From an optimization exercise on the open Yosys and OpenROAD flow, aimed at small area, a short achievable clock period and few clock cycles per item; shortcuts taken in it are not production practice.
Function was not checked in any run shown here: the RTL went through the layout flow alone.
No activity file was given, so power comes from the tool's default toggle rates.

$ cat config.mk
export PLATFORM = sky130hd
export DESIGN_NAME = mat_ops_controller
export DESIGN_NICKNAME = mat_ops_controller
export VERILOG_FILES = /design/flow/design.v
export SDC_FILE = /design/flow/constraint.sdc
export NUM_CORES = 4
export LEC_CHECK = 0
export CAP_MARGIN = 20
export CORE_MARGIN = 2
export CORE_UTILIZATION = 40
export PLACE_DENSITY = 0.6
export SETUP_SLACK_MARGIN = 3.0
export SLEW_MARGIN = 20
$ cat constraint.sdc
create_clock -name core_clock -period 5.0 [get_ports {i_clk}]
set_input_delay 1.0000 -clock core_clock [delete_from_list [all_inputs] [get_ports {i_clk}]]
set_output_delay 1.0000 -clock core_clock [all_outputs]
set_load 0.01 [all_outputs]
$ cat design.v
`timescale 1ns / 1ns
module mat_ops_controller #(
	parameter DATA_LEN = 8,
	parameter N = 8,
	parameter ADDRESS_SIZE = 4
)
(
	input                         i_clk,
	input                         i_rstn,
	input   [DATA_LEN*N-1:0]      i_read_data_A,
	output  [ADDRESS_SIZE-1:0]    o_address_A,
	output                        o_wr_en_A,
	output  [DATA_LEN*N-1:0]      o_write_data_A,
	input   [DATA_LEN*N-1:0]      i_read_data_B,
	output  [ADDRESS_SIZE-1:0]    o_address_B,
	output                        o_wr_en_B,
	output  [DATA_LEN*N-1:0]      o_write_data_B,
	output                        o_done
);
	reg        run;
	reg  [2:0] r;
	reg  [3:0] s;
	reg  [2:0] tail;
	reg        run_n;
	reg  [2:0] r_n;
	reg  [3:0] s_n;
	reg  [2:0] tail_n;
	wire start = (i_read_data_A[7:0] == 8'd1);
	wire last  = (s == 4'd8) && (r == 3'd7);
	wire idle  = !run && (tail == 3'd0);
	always @(*) begin
		run_n  = run ? !last : (idle && start);
		r_n    = r;
		s_n    = s;
		tail_n = 3'd0;
		if (run) begin
			if (s == 4'd8) begin
				s_n = 4'd0;
				r_n = r + 3'd1;
			end else if (r == 3'd0 && s == 4'd2) begin
				s_n = 4'd4;
			end else begin
				s_n = s + 4'd1;
			end
			if (last)
				tail_n = 3'd1;
		end else if (tail != 3'd0) begin
			tail_n = (tail == 3'd4) ? 3'd0 : tail + 3'd1;
		end
	end
	wire       wr_n   = run && (s_n == 4'd3) && (r_n != 3'd0);
	wire [3:0] s_m1   = s_n - 4'd1;
	wire [2:0] k_n    = (s_n < 4'd3) ? s_n[2:0] : s_m1[2:0];
	wire       done_n = (tail_n == 3'd4);
	reg  [3:0] addr_a;
	reg  [3:0] addr_b;
	reg        wr_b;
	reg        done;
	reg        v0;
	reg  [2:0] k0;
	reg        f0;
	always @(posedge i_clk, negedge i_rstn) begin
		if (!i_rstn) begin
			run    <= 1'b0;
			r      <= 3'd0;
			s      <= 4'd0;
			tail   <= 3'd0;
			addr_a <= 4'd0;
			addr_b <= 4'd0;
			wr_b   <= 1'b0;
			done   <= 1'b0;
		end else begin
			run    <= run_n;
			r      <= r_n;
			s      <= s_n;
			tail   <= tail_n;
			addr_a <= {run_n, r_n};
			addr_b <= done_n ? 4'd15 : (wr_n ? {1'b1, r_n - 3'd1} : {1'b0, k_n});
			wr_b   <= wr_n || done_n;
			done   <= done_n;
		end
	end
	always @(posedge i_clk) begin
		v0 <= run_n && !wr_n;
		k0 <= k_n;
		f0 <= run_n && (s_n == 4'd0);
	end
	reg                  v1;
	reg  [2:0]           k1;
	reg                  f1;
	reg                  f2;
	reg  [7:0]           a2;
	reg  [63:0]          b2;
	wire [63:0]          acc;
	always @(posedge i_clk) begin
		v1 <= v0;
		k1 <= k0;
		f1 <= f0;
		f2 <= f1;
		a2 <= v1 ? i_read_data_A[8*k1 +: 8] : 8'd0;
		b2 <= i_read_data_B;
	end
	genvar j;
	generate
		for (j = 0; j < N; j = j + 1) begin : LANE
			mac_lane u_lane (
				.i_clk (i_clk),
				.a     (a2),
				.b     (b2[8*j +: 8]),
				.first (f2),
				.acc   (acc[8*j +: 8])
			);
		end
	endgenerate
	assign o_address_A    = addr_a;
	assign o_wr_en_A      = done;
	assign o_write_data_A = {(DATA_LEN*N){1'b0}};
	assign o_address_B    = addr_b;
	assign o_wr_en_B      = wr_b;
	assign o_write_data_B = acc;
	assign o_done         = done;
endmodule
module mac_lane (
	input            i_clk,
	input      [7:0] a,
	input      [7:0] b,
	input            first,
	output reg [7:0] acc
);
	reg              first_q;
	wire [14:0] d;
	reg  [14:0] q;
	wire neg0 = a[1];
	wire one0 = a[0] ^ 1'b0;
	wire two0 = (a[1] & ~a[0] & ~1'b0) | (~a[1] & a[0] & 1'b0);
	wire neg1 = a[3];
	wire one1 = a[2] ^ a[1];
	wire two1 = (a[3] & ~a[2] & ~a[1]) | (~a[3] & a[2] & a[1]);
	wire neg2 = a[5];
	wire one2 = a[4] ^ a[3];
	wire two2 = (a[5] & ~a[4] & ~a[3]) | (~a[5] & a[4] & a[3]);
	wire neg3 = a[7];
	wire one3 = a[6] ^ a[5];
	wire two3 = (a[7] & ~a[6] & ~a[5]) | (~a[7] & a[6] & a[5]);
	wire t1;
	wire t2;
	wire t3;
	wire t4;
	wire t5;
	wire t6;
	wire t7;
	wire t8;
	wire t9;
	wire t10;
	wire t11;
	wire t12;
	wire t13;
	wire t14;
	wire t15;
	wire t16;
	wire t17;
	wire t18;
	wire t19;
	wire t20;
	wire t21;
	assign t1 = (((one0 & b[6]) | (two0 & b[5])) ^ neg0) ^ (((one1 & b[4]) | (two1 & b[3])) ^ neg1);
	assign t2 = (((one0 & b[6]) | (two0 & b[5])) ^ neg0) & (((one1 & b[4]) | (two1 & b[3])) ^ neg1);
	assign t3 = (((one0 & b[7]) | (two0 & b[6])) ^ neg0) ^ (((one1 & b[5]) | (two1 & b[4])) ^ neg1);
	assign t4 = (((one0 & b[4]) | (two0 & b[3])) ^ neg0) ^ (((one1 & b[2]) | (two1 & b[1])) ^ neg1);
	assign t5 = (((one0 & b[4]) | (two0 & b[3])) ^ neg0) & (((one1 & b[2]) | (two1 & b[1])) ^ neg1);
	assign t6 = (((one0 & b[5]) | (two0 & b[4])) ^ neg0) ^ (((one1 & b[3]) | (two1 & b[2])) ^ neg1);
	assign t7 = (((one0 & b[5]) | (two0 & b[4])) ^ neg0) & (((one1 & b[3]) | (two1 & b[2])) ^ neg1);
	assign t8 = t1 ^ (((one2 & b[2]) | (two2 & b[1])) ^ neg2) ^ (((one3 & b[0]) | (two3 & 1'b0)) ^ neg3);
	assign t9 = (t1 & (((one2 & b[2]) | (two2 & b[1])) ^ neg2)) | (t1 & (((one3 & b[0]) | (two3 & 1'b0)) ^ neg3)) | ((((one2 & b[2]) | (two2 & b[1])) ^ neg2) & (((one3 & b[0]) | (two3 & 1'b0)) ^ neg3));
	assign t10 = t2 ^ t3 ^ (((one2 & b[3]) | (two2 & b[2])) ^ neg2);
	assign t11 = (((one0 & b[2]) | (two0 & b[1])) ^ neg0) ^ (((one1 & b[0]) | (two1 & 1'b0)) ^ neg1);
	assign t12 = (((one0 & b[2]) | (two0 & b[1])) ^ neg0) & (((one1 & b[0]) | (two1 & 1'b0)) ^ neg1);
	assign t13 = (((one0 & b[3]) | (two0 & b[2])) ^ neg0) ^ (((one1 & b[1]) | (two1 & b[0])) ^ neg1);
	assign t14 = (((one0 & b[3]) | (two0 & b[2])) ^ neg0) & (((one1 & b[1]) | (two1 & b[0])) ^ neg1);
	assign t15 = t4 ^ (((one2 & b[0]) | (two2 & 1'b0)) ^ neg2) ^ neg2;
	assign t16 = (t4 & (((one2 & b[0]) | (two2 & 1'b0)) ^ neg2)) | (t4 & neg2) | ((((one2 & b[0]) | (two2 & 1'b0)) ^ neg2) & neg2);
	assign t17 = t5 ^ t6 ^ (((one2 & b[1]) | (two2 & b[0])) ^ neg2);
	assign t18 = (t5 & t6) | (t5 & (((one2 & b[1]) | (two2 & b[0])) ^ neg2)) | (t6 & (((one2 & b[1]) | (two2 & b[0])) ^ neg2));
	assign t19 = t7 ^ t8 ^ neg3;
	assign t20 = (t7 & t8) | (t7 & neg3) | (t8 & neg3);
	assign t21 = t9 ^ t10 ^ (((one3 & b[1]) | (two3 & b[0])) ^ neg3);
	assign d[0] = (((one0 & b[0]) | (two0 & 1'b0)) ^ neg0);
	assign d[1] = neg0;
	assign d[2] = (((one0 & b[1]) | (two0 & b[0])) ^ neg0);
	assign d[3] = t11;
	assign d[4] = neg1;
	assign d[5] = t12;
	assign d[6] = t13;
	assign d[7] = t14;
	assign d[8] = t15;
	assign d[9] = t16;
	assign d[10] = t17;
	assign d[11] = t18;
	assign d[12] = t19;
	assign d[13] = t20;
	assign d[14] = t21;
	always @(posedge i_clk) begin
		q       <= d;
		first_q <= first;
	end
	wire [7:0] g = first_q ? 8'd0 : acc;
	wire u1;
	wire u2;
	wire u3;
	wire u4;
	wire u5;
	wire u6;
	wire u7;
	wire u8;
	wire u9;
	wire u10;
	wire u11;
	wire u12;
	wire u13;
	wire u14;
	wire u15;
	assign u1 = g[0] ^ q[0];
	assign u2 = g[0] & q[0];
	assign u3 = g[1] ^ q[2];
	assign u4 = g[1] & q[2];
	assign u5 = g[2] ^ q[3] ^ q[4];
	assign u6 = (g[2] & q[3]) | (g[2] & q[4]) | (q[3] & q[4]);
	assign u7 = g[3] ^ q[5] ^ q[6];
	assign u8 = (g[3] & q[5]) | (g[3] & q[6]) | (q[5] & q[6]);
	assign u9 = g[4] ^ q[7] ^ q[8];
	assign u10 = (g[4] & q[7]) | (g[4] & q[8]) | (q[7] & q[8]);
	assign u11 = g[5] ^ q[9] ^ q[10];
	assign u12 = (g[5] & q[9]) | (g[5] & q[10]) | (q[9] & q[10]);
	assign u13 = g[6] ^ q[11] ^ q[12];
	assign u14 = (g[6] & q[11]) | (g[6] & q[12]) | (q[11] & q[12]);
	assign u15 = g[7] ^ q[13] ^ q[14];
	wire [7:0] s0 = {u14 , u12 , u10 , u8 , u6 , u4 , u2 , u1};
	wire [7:0] s1 = {u15 , u13 , u11 , u9 , u7 , u5 , u3 , q[1]};
	always @(posedge i_clk)
		acc <= s0 + s1;
endmodule
$ cat run.sh
#!/bin/bash
# synth_recipe.tcl (not shown) runs the flow's synth.tcl, then flattens the netlist and writes it again
# the make line also repeats each setting of config.mk as NAME=value (left out here)
make -C /OpenROAD-flow-scripts/flow DESIGN_CONFIG=/design/flow/config.mk WORK_HOME=/design/flow/orfs CLKGATE_MAP_FILE= SYNTH_SCRIPT=/design/flow/synth_recipe.tcl finish
==> results.json, run 1 <==
{
  "crit_path_cell_trace": "buf_12 -> nor2b_4 -> buf_6 -> nand2_2 -> o21ai_1 -> a21oi_1 -> ha_1 -> fa_2 -> xnor2_2 -> xnor2_1 -> xnor2_1 -> xnor2_1 -> xnor2_1",
  "crit-reg2reg-launch": "a2[2]",
  "clk_root_buffer_cell": "clkbuf_16",
  "row_count": 77,
  "area_growth_pct": 39.3,
  "tns_ns": 0,
  "drc": 0,
  "die_x_um": 215,
  "critPathSlowestCell": "dfxtp_4",
  "netlist.area_leader.share_pct": 28.6,
  "post_drt_antenna_nets": 0,
  "slew_headroom_pct": 24.7,
  "number_of_iterations_in_the_first_detailed_routing_pass": 6,
  "synth.largest_area_cell": "dfxtp_1",
  "setup.worst_path.start": "a2[2]",
  "synth_area_mm2": 0.0178,
  "ys_top_cells_by_count": "a21oi_1 (285), inv_1 (258), dfxtp_1 (254), xnor2_1 (181)",
  "vdd.ir_drop.worst_v": 0.000251,
  "reg2reg_depth": 13,
  "routed_via_density": 5.23,
  "finalMaxSlewViolations": 0,
  "synth_instances": 2064,
  "antenna_found_initial": 6,
  "mean_area_per_synthesized_cell_um2": 8.60,
  "filler_cell_count": 3818,
  "yosys_most_used_dff": "dfxtp_1",
  "detail_route.iter0.violations": 1287,
  "power_frac_seq_pct": 23.4,
  "setup.worst_path.end_class": "flop",
  "final.hold.worst_slack_ns": 0.322,
  "seq_area_frac_synth_pct": 30.9,
  "sw_frac_of_total_pct": 39.1,
  "timing_worst_slew_pin_value_ns": 1.12,
  "path_class": "reg2reg",
  "postSynth.asyncResetShare_pct": 5.93,
  "crit_path_max_fanout": 8,
  "grt_max_degree": 81,
  "power_w": 0.0149,
  "timing.critical_path.mode_cell": "xnor2_1",
  "grt_usage_pct": 22.6,
  "clkTransAtPathRegs_ns": 0.06,
  "power_leakage_nw": 10.6,
  "synth.ff_latch_count": 270,
  "routed_wl_per_cell_um": 18.8,
  "initial_utilization_pct": 40.3,
  "route.final.wire_length_mm": 55.4,
  "min_delay_path_depth": 0,
  "yosysWarnings": 2,
  "rsz0062_at_grt": "true",
  "power_density_over_the_cells_mw_per_mm2": 603,
  "gp_congestion": 0.828,
  "hold_path.class": "reg2reg",
  "p_sw_w": 0.00584,
  "h-tree-depth": 1,
  "report.final.hold_viol_count": 0,
  "crit_end": "LANE[6].u_lane.q[14]",
  "worstPathRequired_ns": 5.49,
  "power_report.internal_total_w": 0.00908,
  "dieHeight_um": 215,
  "cts_hold_buf": 0,
  "cts_made_buffers": 31,
  "floorplan.core_area_mm2": 0.0440,
  "timing.critical_path.buf_inv": 2,
  "cts.path.max_buffers": 3,
  "power.share.combinational_pct": 61.2,
  "cts.sinks": 270,
  "largest_cells_by_area_after_synthesis": "dfxtp_1 (29%), xnor2_1 (8.9%), ha_1 (8.8%)",
  "finalCritPeriodShare_pct": 53.1,
  "final_layout_size_suffix_gt1_share_pct": 31.1,
  "worst_path_largest_cell_delay_ns": 0.40,
  "yosys.cell_count.top_type": "a21oi_1",
  "pwr-share-clk_pct": 15.4,
  "hpwlAfterDp_mm": 32.9,
  "port-buffer-count": 204,
  "synth_enable_flop_cells": 0,
  "vias": 15400,
  "layout_min_cycle_time_ns": 2.66,
  "rr_endpoint": "LANE[6].u_lane.q[14]",
  "clk-insertion-delay-late_ns": 0.58,
  "run_status": "finished clean",
  "critical_path.top_delay_family": "XOR/XNOR gates",
  "synthDistinctLibCells": 59,
  "worst_ep_arrival_time_ns": 3.15,
  "die-area_mm2": 0.0461,
  "finClkSkew_ns": 0.0189,
  "grt.overflow.total": 0,
  "cts_tree": "yes",
  "startpoint_type": "flop",
  "timing.max_cap.violations": 0,
  "reg2reg_setup_slack_ns": 2.34,
  "cp_depth": 13,
  "grt_pass1_wl_mm": 82.9,
  "final-setup-viol-count": 0,
  "top_level_ports": 269,
  "achievable-frequency_ghz": 0.377,
  "nNetsFinal": 2652,
  "first_global_vias": 15100
}
timing repair:
| action | 4_1_cts | 5_1_grt |
|---|---|---|
| resized for setup | 599 | 154 |
| setup buffers | 109 | 44 |
| setup endpoints to repair | 235 | 184 |
| pin swaps | 100 | 111 |
| cloned | 10 | 7 |
layout by cell type, fill, tap and decap left out, types with 17 or more instances in the layout:
master,count
clkdlybuf4s50_1,129
xor2_1,32
o22ai_1,41
buf_4,104
conb_1,64
nand2b_4,23
buf_6,108
xnor2_2,20
inv_2,39
clkbuf_16,37
ha_1,78
nand2b_1,21
nor2_1,58
fa_1,42
nor2b_1,35
ha_4,34
nand3_1,18
a21oi_2,35
o31ai_1,17
o21ai_0,38
nor3_1,22
dfxtp_2,76
dfxtp_1,168
a21oi_1,235
inv_1,218
xnor2_1,159
nand2_1,110
fa_2,30
a221oi_1,26
layout make-up:
class | count | area, um^2 | area share, %
sequential | 270 | 5620 | 22.7
clock inverter | 8 | 93.8 | 0.379
timing repair inverter | 1 | 8.76 | 0.0354
multi-input combinational | 1373 | 12100 | 49.0
timing repair buffer | 386 | 4210 | 17.0
tap | 592 | 741 | 3.00
inverter | 262 | 1010 | 4.10
clock buffer | 46 | 922 | 3.73
antenna | 1 | 2.50 | 0.0101
logic make-up (layout without fill, tap and decap cells):
group | after synthesis | count (layout) | synth area share (%)
other | 1 | 65 | 0.0211
flip-flops | 270 | 270 | 30.9
XOR/XNOR | 216 | 216 | 10.7
adder cells (fa/ha/maj) | 198 | 198 | 17.0
multiplexers | 36 | 36 | 3.26
AND/OR/NAND/NOR | 341 | 341 | 9.16
AO/OA/AOI/OAI | 518 | 518 | 17.1
buffers and inverters | 484 | 703 | 11.9
how the worst min path moves through the flow:
stage	start	endpoint	slack (ns)
after global routing	v0	v1	0.33
after detailed placement	f2	LANE[6].u_lane.first_q	0.31
after global placement	f2	LANE[6].u_lane.first_q	0.31
after CTS	f2	LANE[6].u_lane.first_q	0.32
final	f2	LANE[6].u_lane.first_q	0.32
after floorplan	f2	LANE[6].u_lane.first_q	0.31
sequential cells by signal, summed over array words and instances (netlist names):
name / flops
b2: 64
f2: 1
f0: 1
k1: 3
run: 1
f1: 1
k0: 3
LANE.u_lane.acc: 64
LANE.u_lane.q: 106
LANE.u_lane.first_q: 1
addr_a: 3
v1: 1
a2: 8
done: 1
v0: 1
tail: 3
s: 4
addr_b: 4
per-stage QoR:
step | util (%) | area [um^2] | std cells | setup slack [ns]
after floorplan | - | 19100 | 2127 | 2.35
after global placement | 46.7 | 20600 | 2714 | 1.64
after detailed placement | 46.7 | 20600 | 2714 | 1.53
after CTS | 53.4 | 23500 | 2887 | 2.38
after global routing | 56.2 | 24700 | 2938 | 2.24
final | 56.2 | 24700 | 2939 | 2.34
metal layers:
layer	vias up	routed length (um)	global-route usage, %
li1	7215	-	-
met1	7354	22700	29.1
met2	681	26400	38.0
met3	107	4680	4.33
met4	10	1620	7.34
met5	-	68	0
power groups by stage:
stage	clock [W]	combinational [W]	sequential, W
after floorplan	0	0.00561	0.00333
after global placement	0	0.00690	0.00353
after detailed placement	0	0.00709	0.00354
after CTS	0.00234	0.00831	0.00349
after global routing	0.00244	0.0100	0.00357
final	0.00229	0.00913	0.00349
==> inputs of run 2 (changes only) <==
--- a/design.v
+++ b/design.v
@@ -130,4 +130,4 @@
 	reg              first_q;
-	wire [14:0] d;
-	reg  [14:0] q;
+	wire [19:0] d;
+	reg  [19:0] q;
 	wire neg0 = a[1];
@@ -154,13 +154,2 @@
 	wire t10;
-	wire t11;
-	wire t12;
-	wire t13;
-	wire t14;
-	wire t15;
-	wire t16;
-	wire t17;
-	wire t18;
-	wire t19;
-	wire t20;
-	wire t21;
 	assign t1 = (((one0 & b[6]) | (two0 & b[5])) ^ neg0) ^ (((one1 & b[4]) | (two1 & b[3])) ^ neg1);
@@ -175,13 +164,2 @@
 	assign t10 = t2 ^ t3 ^ (((one2 & b[3]) | (two2 & b[2])) ^ neg2);
-	assign t11 = (((one0 & b[2]) | (two0 & b[1])) ^ neg0) ^ (((one1 & b[0]) | (two1 & 1'b0)) ^ neg1);
-	assign t12 = (((one0 & b[2]) | (two0 & b[1])) ^ neg0) & (((one1 & b[0]) | (two1 & 1'b0)) ^ neg1);
-	assign t13 = (((one0 & b[3]) | (two0 & b[2])) ^ neg0) ^ (((one1 & b[1]) | (two1 & b[0])) ^ neg1);
-	assign t14 = (((one0 & b[3]) | (two0 & b[2])) ^ neg0) & (((one1 & b[1]) | (two1 & b[0])) ^ neg1);
-	assign t15 = t4 ^ (((one2 & b[0]) | (two2 & 1'b0)) ^ neg2) ^ neg2;
-	assign t16 = (t4 & (((one2 & b[0]) | (two2 & 1'b0)) ^ neg2)) | (t4 & neg2) | ((((one2 & b[0]) | (two2 & 1'b0)) ^ neg2) & neg2);
-	assign t17 = t5 ^ t6 ^ (((one2 & b[1]) | (two2 & b[0])) ^ neg2);
-	assign t18 = (t5 & t6) | (t5 & (((one2 & b[1]) | (two2 & b[0])) ^ neg2)) | (t6 & (((one2 & b[1]) | (two2 & b[0])) ^ neg2));
-	assign t19 = t7 ^ t8 ^ neg3;
-	assign t20 = (t7 & t8) | (t7 & neg3) | (t8 & neg3);
-	assign t21 = t9 ^ t10 ^ (((one3 & b[1]) | (two3 & b[0])) ^ neg3);
 	assign d[0] = (((one0 & b[0]) | (two0 & 1'b0)) ^ neg0);
@@ -189,14 +167,19 @@
 	assign d[2] = (((one0 & b[1]) | (two0 & b[0])) ^ neg0);
-	assign d[3] = t11;
-	assign d[4] = neg1;
-	assign d[5] = t12;
-	assign d[6] = t13;
-	assign d[7] = t14;
-	assign d[8] = t15;
-	assign d[9] = t16;
-	assign d[10] = t17;
-	assign d[11] = t18;
-	assign d[12] = t19;
-	assign d[13] = t20;
-	assign d[14] = t21;
+	assign d[3] = (((one0 & b[2]) | (two0 & b[1])) ^ neg0);
+	assign d[4] = (((one1 & b[0]) | (two1 & 1'b0)) ^ neg1);
+	assign d[5] = neg1;
+	assign d[6] = (((one0 & b[3]) | (two0 & b[2])) ^ neg0);
+	assign d[7] = (((one1 & b[1]) | (two1 & b[0])) ^ neg1);
+	assign d[8] = t4;
+	assign d[9] = (((one2 & b[0]) | (two2 & 1'b0)) ^ neg2);
+	assign d[10] = neg2;
+	assign d[11] = t5;
+	assign d[12] = t6;
+	assign d[13] = (((one2 & b[1]) | (two2 & b[0])) ^ neg2);
+	assign d[14] = t7;
+	assign d[15] = t8;
+	assign d[16] = neg3;
+	assign d[17] = t9;
+	assign d[18] = t10;
+	assign d[19] = (((one3 & b[1]) | (two3 & b[0])) ^ neg3);
 	always @(posedge i_clk) begin
@@ -221,19 +204,41 @@
 	wire u15;
-	assign u1 = g[0] ^ q[0];
-	assign u2 = g[0] & q[0];
-	assign u3 = g[1] ^ q[2];
-	assign u4 = g[1] & q[2];
-	assign u5 = g[2] ^ q[3] ^ q[4];
-	assign u6 = (g[2] & q[3]) | (g[2] & q[4]) | (q[3] & q[4]);
-	assign u7 = g[3] ^ q[5] ^ q[6];
-	assign u8 = (g[3] & q[5]) | (g[3] & q[6]) | (q[5] & q[6]);
-	assign u9 = g[4] ^ q[7] ^ q[8];
-	assign u10 = (g[4] & q[7]) | (g[4] & q[8]) | (q[7] & q[8]);
-	assign u11 = g[5] ^ q[9] ^ q[10];
-	assign u12 = (g[5] & q[9]) | (g[5] & q[10]) | (q[9] & q[10]);
-	assign u13 = g[6] ^ q[11] ^ q[12];
-	assign u14 = (g[6] & q[11]) | (g[6] & q[12]) | (q[11] & q[12]);
-	assign u15 = g[7] ^ q[13] ^ q[14];
-	wire [7:0] s0 = {u14 , u12 , u10 , u8 , u6 , u4 , u2 , u1};
-	wire [7:0] s1 = {u15 , u13 , u11 , u9 , u7 , u5 , u3 , q[1]};
+	wire u16;
+	wire u17;
+	wire u18;
+	wire u19;
+	wire u20;
+	wire u21;
+	wire u22;
+	wire u23;
+	wire u24;
+	wire u25;
+	wire u26;
+	assign u1 = g[2] ^ q[3];
+	assign u2 = g[2] & q[3];
+	assign u3 = g[3] ^ q[6];
+	assign u4 = g[3] & q[6];
+	assign u5 = g[4] ^ q[8] ^ q[9];
+	assign u6 = (g[4] & q[8]) | (g[4] & q[9]) | (q[8] & q[9]);
+	assign u7 = g[5] ^ q[11] ^ q[12];
+	assign u8 = (g[5] & q[11]) | (g[5] & q[12]) | (q[11] & q[12]);
+	assign u9 = g[6] ^ q[14] ^ q[15];
+	assign u10 = (g[6] & q[14]) | (g[6] & q[15]) | (q[14] & q[15]);
+	assign u11 = g[7] ^ q[17] ^ q[18];
+	assign u12 = g[0] ^ q[0];
+	assign u13 = g[0] & q[0];
+	assign u14 = g[1] ^ q[2];
+	assign u15 = g[1] & q[2];
+	assign u16 = u1 ^ q[4] ^ q[5];
+	assign u17 = (u1 & q[4]) | (u1 & q[5]) | (q[4] & q[5]);
+	assign u18 = u2 ^ u3 ^ q[7];
+	assign u19 = (u2 & u3) | (u2 & q[7]) | (u3 & q[7]);
+	assign u20 = u4 ^ u5 ^ q[10];
+	assign u21 = (u4 & u5) | (u4 & q[10]) | (u5 & q[10]);
+	assign u22 = u6 ^ u7 ^ q[13];
+	assign u23 = (u6 & u7) | (u6 & q[13]) | (u7 & q[13]);
+	assign u24 = u8 ^ u9 ^ q[16];
+	assign u25 = (u8 & u9) | (u8 & q[16]) | (u9 & q[16]);
+	assign u26 = u10 ^ u11 ^ q[19];
+	wire [7:0] s0 = {u25 , u23 , u21 , u19 , u17 , u15 , u13 , u12};
+	wire [7:0] s1 = {u26 , u24 , u22 , u20 , u18 , u16 , u14 , q[1]};
 	always @(posedge i_clk)
==> run 2 against run 1 <==
Compared with the run above: worst setup slack got worse by 0.14 ns; total power is 3.8% lower; wire length up 1.4%; sequential share of layout area grew 1.7 points; clock skew increased by 0.0047 ns; worst hold slack gained 0.0014 ns; fmax decreased by 5.1%; global-route usage is 0.20 points lower; highest routed layer unchanged; non-clock buffer count fell by 41; count of clock-buffer cells in the layout increased by 1; critical endpoint is now LANE[3].u_lane.acc[7]; register-to-register slack worse by 0.14 ns; final area increased by 1.7%.
==> results.json, run 2 <==
{
  "run_status": "finished clean",
  "cts_hold_buf": 0,
  "dieHeight_um": 219,
  "layout_common_cells": "inv_1 (218), dfxtp_1 (208), xnor2_1 (171)",
  "synth_area_mm2": 0.0185,
  "largestRegisters": "LANE.u_lane.q (132), LANE.u_lane.acc (64), b2 (64)",
  "seq_area_frac_synth_pct": 32.5,
  "detail_route.iter0.violations": 927,
  "grt_usage_pct": 22.4,
  "timing_worst_slew_pin_value_ns": 1.15,
  "final.hold.worst_slack_ns": 0.324,
  "die-area_mm2": 0.0479,
  "synthDistinctLibCells": 56,
  "final-setup-viol-count": 0,
  "port-buffer-count": 204,
  "cts.path.max_buffers": 3,
  "grt_pass1_wl_mm": 82.8,
  "largest_cells_by_area_after_synthesis": "dfxtp_1 (30%), fa_1 (8.7%), ha_1 (8.5%)",
  "vias": 15100,
  "setup.worst_path.end_class": "flop",
  "regArea_mm2": 0.00613,
  "postSynth.asyncResetShare_pct": 5.41,
  "worstPathRequired_ns": 5.47,
  "yosysWarnings": 2,
  "report.final.hold_viol_count": 0,
  "filler_cell_count": 4018,
  "first_global_vias": 14900,
  "power_density_over_the_cells_mw_per_mm2": 570,
  "layout_min_cycle_time_ns": 2.80,
  "layoutNonFillerInstCount": 2955,
  "post_drt_antenna_nets": 0,
  "die_x_um": 219,
  "finalMaxSlewViolations": 0,
  "startpoint_type": "flop",
  "mean_area_per_synthesized_cell_um2": 8.83,
  "synth.largest_area_cell": "dfxtp_1",
  "grt_max_degree": 52,
  "achievable-frequency_ghz": 0.357,
  "synth_enable_flop_cells": 0,
  "h-tree-depth": 2,
  "clk_root_buffer_cell": "clkbuf_16",
  "hpwlAfterDp_mm": 34.6,
  "dpl.cell_count": 2772,
  "power_leakage_nw": 10.7,
  "floorplan.core_area_mm2": 0.0455,
  "synth_instances": 2092,
  "slew_headroom_pct": 23.1,
  "row_count": 78,
  "rsz0062_at_grt": "true",
  "number_of_iterations_in_the_first_detailed_routing_pass": 5,
  "nNetsFinal": 2665,
  "route.final.wire_length_mm": 56.2,
  "drc": 0,
  "yosys.cell_count.top_type": "dfxtp_1",
  "clk-insertion-delay-late_ns": 0.55,
  "cts.sinks": 296,
  "ys_top_cells_by_count": "dfxtp_1 (280), inv_1 (250), a21oi_1 (187), xnor2_1 (180), nand2_1 (175)",
  "hold_path.class": "reg2reg",
  "clkTransAtPathRegs_ns": 0.06,
  "grt.overflow.total": 0,
  "regMostFlops": "LANE.u_lane.q",
  "netlist.area_leader.share_pct": 30.3,
  "area_growth_pct": 36.1,
  "routed_via_density": 5.10,
  "final_layout_size_suffix_gt1_share_pct": 27.0,
  "number_of_diodes": 0,
  "layout_commonest_cell": "inv_1",
  "finClkSkew_ns": 0.0236,
  "path_class": "reg2reg",
  "gp_congestion": 0.805,
  "final_core_utilization_pct": 55.3,
  "finalCritPeriodShare_pct": 56.0,
  "timing.max_cap.violations": 0,
  "synth.ff_latch_count": 296,
  "cts_made_buffers": 36,
  "antenna_found_initial": 1,
  "top_level_ports": 269,
  "cts_tree": "yes",
  "largest_register_ffs": 132,
  "vdd.ir_drop.worst_v": 0.000284,
  "crit_path_max_fanout": 5,
  "initial_utilization_pct": 40.6,
  "worst_ep_arrival_time_ns": 3.27,
  "multiInputGateArea_mm2": 0.0122,
  "tns_ns": 0,
  "yosys_most_used_dff": "dfxtp_1",
  "routed_wl_per_cell_um": 19.0
}
-- run 2: changes by cell type after synthesis, sizes merged, moves of 13 or more --
cell / change
a21oi: -98
nand2: +50
o21ai: +49
maj3: +45
nor2b: +33
nand2b: -30
dfxtp: +26
a221oi: -24
o31ai: -21
clkbuf: -20
o21a: +19
nor2: +13
-- run 2: final cells by class --
type / instances / area share [%]
Multi-Input combinational cell: 1400 / 48.7
Sequential cell: 296 / 24.4
Timing Repair Buffer: 345 / 15.5
Clock buffer: 47 / 3.95
Inverter: 250 / 3.76
Tap cell: 600 / 2.98
Clock inverter: 17 / 0.696
-- run 2: path summary, 6_finish.rpt --
path	endpoint	depth (start not counted)	from	slack, ns
max	LANE[3].u_lane.acc[7]	12	LANE[6].u_lane.first_q	2.20
min	LANE[6].u_lane.first_q	0	f2	0.32
max reg2reg	LANE[3].u_lane.acc[7]	12	LANE[6].u_lane.first_q	2.20
min reg2reg	LANE[6].u_lane.first_q	0	f2	0.32
max in group asynchronous	run	1	i_rstn	3.57
min in group asynchronous	addr_b[2]	1	i_rstn	0.91
-- run 2: logic make-up after synthesis --
logic type,Yosys count,synth area share [%]
buffers and inverters,459,11.1
AO/OA/AOI/OAI,437,13.7
adder cells (fa/ha/maj),252,19.7
multiplexers,29,2.69
AND/OR/NAND/NOR,409,10.4
other,1,0.0203
flip-flops,296,32.5
XOR/XNOR,209,10.0
-- run 2: per-layer routing --
layer / global-route usage [%] / part of all wire [%]
met1: 28.4 / 42
met5: 0 / 0.020
met3: 4.88 / 7.4
met2: 37.6 / 48
met4: 7.55 / 3.0
-- run 2: power by group --
part	switching, W	total [W]	leakage [nW]	internal, W
logic	0.00378	0.00829	7.57	0.00451
registers	0.000410	0.00342	2.53	0.00301
clock network	0.00108	0.00264	0.575	0.00156
total	0.00527	0.0143	10.7	0.00908
-- run 2: per-stage QoR --
| step | instance area (um^2) | setup WS (ns) | total power [W] |
|---|---|---|---|
| 2_1_floorplan | 19300 | 2.33 | 0.00844 |
| 3_3_place_gp | 21000 | 1.91 | 0.00981 |
| 3_5_place_dp | 21000 | 1.86 | 0.0100 |
| 4_1_cts | 23900 | 2.26 | 0.0134 |
| 5_1_grt | 25200 | 2.10 | 0.0154 |
| 6_report | 25200 | 2.20 | 0.0143 |
-- run 2: repair_timing --
item                       in CTS  in global routing
buffers inserted               82                 23
pin swaps                      53                 89
hold endpoints to repair        0                  0
resized for setup             549                191
setup endpoints to repair     215                146
cloned                          9                  5
-- run 2: worst max-delay path: stages, from the launching register on --
cell	delay (ns)
dfxtp_4	0.36
buf_4	0.16
clkbuf_16	0.17
nor2b_1	0.18
fa_1	0.45
inv_1	0.08
fa_1	0.42
inv_2	0.08
ha_4	0.21
nand2_2	0.08
o21ai_4	0.07
o41ai_4	0.32
xnor2_1	0.15

## re-timing with driven ports
The flow's constraints put no driver on any port. The routed layouts listed below were extracted and timed again, unchanged, in two steps. Step 1 sets driving cells, clkbuf_16 on the clock port and buf_2 on the other inputs (assumed; they add their load-dependent delay and slew). Step 2 times the ports against the registers' clock, not the clock port: input delays grow and output delays shrink by t, the midpoint of the rising clock arrivals with the driver on. Slacks: no drivers / after step 1 / after step 2; pairs: no drivers / after step 1.
run | shift t [ns] | setup WS [ns] | worst hold slack (ns)
run 1 | 0.631 | 2.345 / 2.345 / 2.345 | 0.322 / 0.322 / 0.322
run 2 | 0.591 | 2.202 / 2.202 / 2.202 | 0.324 / 0.324 / 0.324
After both steps every run listed still meets setup and hold.
